This is an optimization exercise on Yosys and OpenROAD, whose aim is small area, not a production implementation.
Function was checked by simulation only, so behaviour that the tests miss may differ from the original.

==> flow/design.v (excerpt) <==
module nco(
	input clk,
	input En,
	input [19:0] FCW,
	input selXY,
	input selSign,
	output Vld,
	output [11:0] Dout
);
Settings: LEC_CHECK=0, ABC_AREA=1, CAP_MARGIN=20, CORE_MARGIN=2, CORE_UTILIZATION=65, GPL_TIMING_DRIVEN=0, SLEW_MARGIN=20; clock period 6.0 ns.
standard.sh (not shown) runs the stock make flow with config.mk's settings and CLKGATE_MAP_FILE= SYNTH_SCRIPT=/design/flow/synth_recipe.tcl, a recipe that flattens the netlist after the stock synthesis.
==> flow/flow/run.sh <==
#!/bin/bash
# Standard ORFS layout with smaller port buffers and a clock tree without dummy loads.
set -euo pipefail
bash standard.sh \
  BUFFER_PORTS_ARGS="-buffer_cell sky130_fd_sc_hd__buf_1" \
  CTS_ARGS="-sink_clustering_enable -repair_clock_nets -dont_use_dummy_load -buf_list sky130_fd_sc_hd__clkbuf_8 -sink_clustering_size 25 -sink_clustering_max_diameter 60" \
  finish > make.log 2>&1
The first run finished with timing, DRC and antenna clean.
Next try:
==> flow/run.sh (new file) <==
#!/bin/bash
# synth_recipe.tcl (not shown) runs the flow's synth.tcl, then flattens the netlist and writes it again
# the make line also repeats each setting of config.mk as NAME=value (left out here)
make -C /OpenROAD-flow-scripts/flow DESIGN_CONFIG=/design/flow/config.mk WORK_HOME=/design/flow/orfs CLKGATE_MAP_FILE= SYNTH_SCRIPT=/design/flow/synth_recipe.tcl finish
- CORE_UTILIZATION: 65 -> 40
- GPL_TIMING_DRIVEN: 0 -> not set
removed: flow/flow/run.sh
removed: flow/standard.sh
The changed run completed without violations; worst hold slack improves by 0.0070 ns; flip-flop and latch count does not change; wire length falls by about 11%; design area went up by about 10%; via count decreases by 2.8%; critical path depth came out lower by 1; clock skew is lower by 0.016 ns; die area is higher by about 60%; core utilization fell by 25 points; maximum frequency grows by about 1.7%.
Next try:
==> flow/flow/run.sh (new file) <==
#!/bin/bash
# Standard ORFS layout with smaller port buffers and a clock tree without dummy loads.
set -euo pipefail
bash standard.sh \
  BUFFER_PORTS_ARGS="-buffer_cell sky130_fd_sc_hd__buf_1" \
  CTS_ARGS="-sink_clustering_enable -repair_clock_nets -dont_use_dummy_load -buf_list sky130_fd_sc_hd__clkbuf_8" \
  finish > make.log 2>&1
==> flow/standard.sh (new file) <==
#!/bin/bash
# synth_recipe.tcl (not shown) runs the flow's synth.tcl, then flattens the netlist and writes it again
# the make line also repeats each setting of config.mk as NAME=value (left out here)
make -C /OpenROAD-flow-scripts/flow DESIGN_CONFIG=/design/flow/config.mk WORK_HOME=/design/flow/orfs CLKGATE_MAP_FILE= SYNTH_SCRIPT=/design/flow/synth_recipe.tcl "${@:-finish}"
- CORE_UTILIZATION: 40 -> 65
- GPL_TIMING_DRIVEN: not set -> 0
removed: flow/run.sh
Result:
- count of clock-buffer cells in the layout decreases by 3
- non-clock buffer count goes down by 9
- via count rose by 2.8%
- utilization grows by 25 points
- worst setup slack degrades by 0.099 ns
- wire length went up by 13%
- global-route usage grows by 13 points
Next try:
==> flow/run.sh (new file) <==
#!/bin/bash
# synth_recipe.tcl (not shown) runs the flow's synth.tcl, then flattens the netlist and writes it again
# the make line also repeats each setting of config.mk as NAME=value (left out here)
make -C /OpenROAD-flow-scripts/flow DESIGN_CONFIG=/design/flow/config.mk WORK_HOME=/design/flow/orfs CLKGATE_MAP_FILE= SYNTH_SCRIPT=/design/flow/synth_recipe.tcl finish
- CORE_UTILIZATION: 65 -> 40
- CTS_BUF_LIST: not set -> sky130_fd_sc_hd__clkbuf_4 sky130_fd_sc_hd__clkbuf_8
- CTS_CLUSTER_DIAMETER: not set -> 100
- CTS_CLUSTER_SIZE: not set -> 30
- GPL_TIMING_DRIVEN: 0 -> not set
removed: flow/flow/run.sh
removed: flow/standard.sh
Sequential share of layout area came out lower by 3.4 points; first-iteration DRC count is higher by 2.8%; hold slack improves by 0.011 ns; area after synthesis does not change; maximum frequency grows by about 1.3%; wire length fell by 12%; via count goes down by 4.1%; die area rises by 60%; clock skew goes down by 0.0088 ns.

[afterwards: timing with drivers on the ports]
The flow's constraints put no driver on any port. The routed layouts listed below were extracted and timed again, unchanged, in two steps. Step 1, drivers: a clkbuf_16 drives clk and a buf_2 each remaining input, both assumed. Step 2 also shifts input and output timing later by t, the mid clock arrival at the registers, as if the neighbouring blocks saw the same clock. Slacks: ideal ports / drivers / drivers and shift; pairs: ideal ports / drivers.
| run | t (ns) | setup slack, ns | worst setup path after step 2 |
|---|---|---|---|
| the first run | 0.475 | 0.098 / 0.098 / 0.098 | register to register |
| the second run | 0.458 | 0.197 / 0.197 / 0.197 | register to register |
| the third run | 0.475 | 0.098 / 0.098 / 0.098 | register to register |
| the fourth run | 0.485 | 0.174 / 0.174 / 0.174 | register to register |
After both steps setup and hold are still met in every run listed.
